From an optimization exercise on the open Yosys and OpenROAD flow, aimed at small area, a short achievable clock period and few clock cycles; shortcuts taken in it are not production practice. In this exercise RTL edits were held to simulation tests only and were not proved equivalent to the original.

## LearningMachine
module LearningMachine(input clk,rst, start, input [6:0] x1Data,x2Data, input [1:0] tData, output[1:0] signYin, output[13:0] w1,w2,b,Yin,output ReadEn, Ready);
  reg busy, rdEn, valid;
  reg xlast, flag;
  reg [7:0] cnt;      
  reg [6:0] x1, x2;
  reg [3:0] o1, o2;      
  reg [2:0] tw1, tw2;    
  reg t;
  reg [11:0] u1, u2;
  reg [7:0] v;
  reg [13:0] yReg;
  wire [13:0] ya, yb;
  wire [11:0] u1n, u2n;
  wire n1;
  wire n2;
  wire n3;
  wire n4;
  wire n5;
  wire n6;
  wire n7;
  wire n8;
  wire n9;
  wire n10;
  wire n11;
  wire n12;
  wire n13;
  wire n14;
  wire n15;
  wire n16;
  wire n17;
  wire n18;
  wire n19;
  wire n20;
  wire n21;
  wire n22;
  wire n23;
  wire n24;
  wire n25;
  wire n26;
  wire n27;
  wire n28;
  wire n29;
  wire n30;
  wire n31;
  wire n32;
  wire n33;
  wire n34;
  wire n35;
  wire n36;
  wire n37;
  wire n38;
  wire n39;
  wire n40;
  wire n41;
  wire n42;
  wire n43;
  wire n44;
  wire n45;
  wire n46;
  wire n47;
  wire n48;
  wire n49;
  wire n50;
  wire n51;
  wire n52;
  wire n53;
  wire n54;
  wire n55;
  wire n56;
  wire n57;
  wire n58;
  wire n59;
  wire n60;
  wire n61;
  wire n62;
  wire n63;
  wire n64;
  wire n65;
  wire n66;
  wire n67;
  wire n68;
  wire n69;
  wire n70;
  wire n71;
  wire n72;
  wire n73;
  wire n74;
  wire n75;
  wire n76;
  wire n77;
  wire n78;
  wire n79;
  wire n80;
  wire n81;
  wire n82;
  wire n83;
  wire n84;
  wire n85;
  ...
Settings: LEC_CHECK=0, ABC_CLOCK_PERIOD_IN_PS=5000, CAP_MARGIN=20, CORE_MARGIN=2, CORE_UTILIZATION=40, SETUP_SLACK_MARGIN=5, SLEW_MARGIN=20, SYNTH_HIERARCHICAL=1, SYNTH_MINIMUM_KEEP_SIZE=0; clock period 12.0 ns.
standard.sh (not shown) runs the stock make flow with config.mk's settings and CLKGATE_MAP_FILE= SYNTH_SCRIPT=/design/flow/synth_recipe.tcl, a recipe that flattens the netlist after the stock synthesis.
==> flow/flow/run.sh <==
#!/bin/bash
set -euo pipefail
bash standard.sh SETUP_SLACK_MARGIN=9 SETUP_MOVE_SEQUENCE=unbuffer,size_down,sizeup,swap,clone 'BUFFER_PORTS_ARGS=-buffer_cell sky130_fd_sc_hd__buf_1' finish > standard_make.log 2>&1
Testbench counts at the start, summed over its fixed seeds: cycles 145,544.
Edit:
==> flow/flow/run.sh (replaced) <==
#!/bin/bash
set -euo pipefail
bash standard.sh SETUP_SLACK_MARGIN=7.5 'BUFFER_PORTS_ARGS=-buffer_cell sky130_fd_sc_hd__buf_1' finish > standard_make.log 2>&1
- setup slack gains 0.29 ns
- utilization drops by 0.72 points
- first-iteration DRC count climbs by a quarter to a third
- die area is unchanged
- via count climbs slightly
Edit:
==> flow/flow/run.sh (replaced) <==
#!/bin/bash
set -euo pipefail
bash standard.sh SETUP_SLACK_MARGIN=8 SKIP_REPAIR_TIE_FANOUT=1 'BUFFER_PORTS_ARGS=-buffer_cell sky130_fd_sc_hd__buf_1' finish > standard_make.log 2>&1
What happened: Global-route usage decreases by 0.66 points; worst setup slack gets worse by 0.012 ns.

---

Another version of the RTL of LearningMachine (not shown whole).
Size in the first run: ~1100 cells after synthesis, about 79 I/O pins, about 9400 um2 of cells after synthesis.
clock: 12.0 ns
lec_check: 0
abc_clock_period_in_ps: 5000
cap_margin: 20
core_margin: 2
core_utilization: 40
setup_slack_margin: 5
slew_margin: 20
synth_hierarchical: 1
synth_minimum_keep_size: 0
==> flow/flow/run.sh <==
#!/bin/bash
set -euo pipefail
bash standard.sh SETUP_SLACK_MARGIN=7.5 SETUP_MOVE_SEQUENCE=unbuffer,size_down,sizeup,swap,clone 'BUFFER_PORTS_ARGS=-buffer_cell sky130_fd_sc_hd__buf_1' finish > standard_make.log 2>&1
The baseline produced a clean layout.
Testbench counts at the start, summed over its fixed seeds: cycles 145,544.
==> next run, changes <==
==> flow/flow/run.sh (replaced) <==
#!/bin/bash
set -euo pipefail
bash standard.sh SETUP_SLACK_MARGIN=8 'BUFFER_PORTS_ARGS=-buffer_cell sky130_fd_sc_hd__buf_1' finish > standard_make.log 2>&1
Result: The new run finished with timing, DRC and antenna clean; die area does not change; non-clock buffer count goes up by 85; cell area is higher by a little under a tenth; count of clock-buffer cells in the layout stays the same; sequential cell count does not change; first-iteration DRC count rose by a quarter to a third.
==> next run, changes <==
==> flow/flow/run.sh (replaced) <==
#!/bin/bash
set -euo pipefail
bash standard.sh SETUP_SLACK_MARGIN=7 'BUFFER_PORTS_ARGS=-buffer_cell sky130_fd_sc_hd__buf_1' finish > standard_make.log 2>&1
What happened: Die area is unchanged. Design area is lower by 9.5%. Worst setup slack got worse by 110 ps. Critical path depth is lower by 2. Non-clock buffer count is lower by 71. Synthesized area is unchanged.

---

RTL: one of the versions met above, not the one the previous note started from.
For scale: ~79 I/O pins, roughly 8800 um^2 of cells after synthesis.
// LearningMachine
module LearningMachine(input clk,rst, start, input [6:0] x1Data,x2Data, input [1:0] tData, output[1:0] signYin, output[13:0] w1,w2,b,Yin,output ReadEn, Ready);
Settings: LEC_CHECK=0, ABC_CLOCK_PERIOD_IN_PS=5000, CAP_MARGIN=20, CORE_MARGIN=2, CORE_UTILIZATION=40, SETUP_SLACK_MARGIN=5, SLEW_MARGIN=20, SYNTH_HIERARCHICAL=1, SYNTH_MINIMUM_KEEP_SIZE=0; clock period 12.0 ns.
==> flow/flow/run.sh <==
#!/bin/bash
set -euo pipefail
bash standard.sh SETUP_SLACK_MARGIN=10 SETUP_MOVE_SEQUENCE=unbuffer,size_down,sizeup,swap,clone 'BUFFER_PORTS_ARGS=-buffer_cell sky130_fd_sc_hd__buf_1' finish > standard_make.log 2>&1
The starting point went through all stages and came out clean.
Testbench counts at the start, summed over its fixed seeds: cycles 145,544.
==> next run, changes <==
==> flow/flow/run.sh (replaced) <==
#!/bin/bash
set -euo pipefail
bash standard.sh SETUP_SLACK_MARGIN=8 'BUFFER_PORTS_ARGS=-buffer_cell sky130_fd_sc_hd__buf_1' finish > standard_make.log 2>&1
Result:
- global-route usage decreases by 0.72 points
- die area is unchanged
- setup slack gains 0.25 ns
- synthesized area does not change
- first-iteration DRC count went up by 54%
- core utilization is lower by 2.2 points
- sequential share of layout area is higher by 0.95 points
==> next run, changes <==
Settings changed: CTS_CLUSTER_DIAMETER set to 100, CTS_CLUSTER_SIZE set to 40.
Maximum frequency stays the same.
Design area stays the same.
Sequential share of layout area is unchanged.
Setup slack stays the same.

what the ideal ports hide:
In the flow no input, the clock included, has a driving cell. The finished layouts below were timed again as built, in two steps.
Step 1, drivers: a clkbuf_16 drives clk and a buf_2 each remaining input, both assumed.
Step 2 times the ports against the registers' clock, not the clock port: input delays grow and output delays shrink by t, the midpoint of the rising clock arrivals with the driver on.
Three values: ideal ports, drivers, drivers and shift; two values: the first two.
| run | t, ns | setup WS [ns] | hold WS [ns] | worst setup path at the end | worst register clock-pin slew, ns |
|---|---|---|---|---|---|
| the first run of note 1 | 0.398 | 6.725 / 6.725 / 6.725 | 0.474 / 0.474 / 0.474 | register to register | 0.07 / 0.07 |
| the second run of note 1 | 0.397 | 7.012 / 7.012 / 7.012 | 0.474 / 0.474 / 0.474 | register to register | 0.07 / 0.07 |
| the third run of note 1 | 0.398 | 7.000 / 7.000 / 7.000 | 0.463 / 0.463 / 0.463 | register to register | 0.07 / 0.07 |
| the first run of note 2 | 0.401 | 7.233 / 7.233 / 7.233 | 0.463 / 0.463 / 0.463 | register to register | 0.07 / 0.07 |
| the second run of note 2 | 0.396 | 7.373 / 7.373 / 7.373 | 0.468 / 0.468 / 0.468 | register to register | 0.07 / 0.07 |
| the third run of note 2 | 0.404 | 7.261 / 7.261 / 7.261 | 0.463 / 0.463 / 0.463 | register to register | 0.07 / 0.07 |
| the first run of note 3 | 0.390 | 6.771 / 6.771 / 6.771 | 0.458 / 0.458 / 0.458 | register to register | 0.07 / 0.07 |
| the second run of note 3 | 0.395 | 7.019 / 7.019 / 7.019 | 0.467 / 0.467 / 0.467 | register to register | 0.06 / 0.06 |
| the third run of note 3 | 0.395 | 7.019 / 7.019 / 7.019 | 0.467 / 0.467 / 0.467 | register to register | 0.06 / 0.06 |
After both steps every run listed still meets setup and hold.
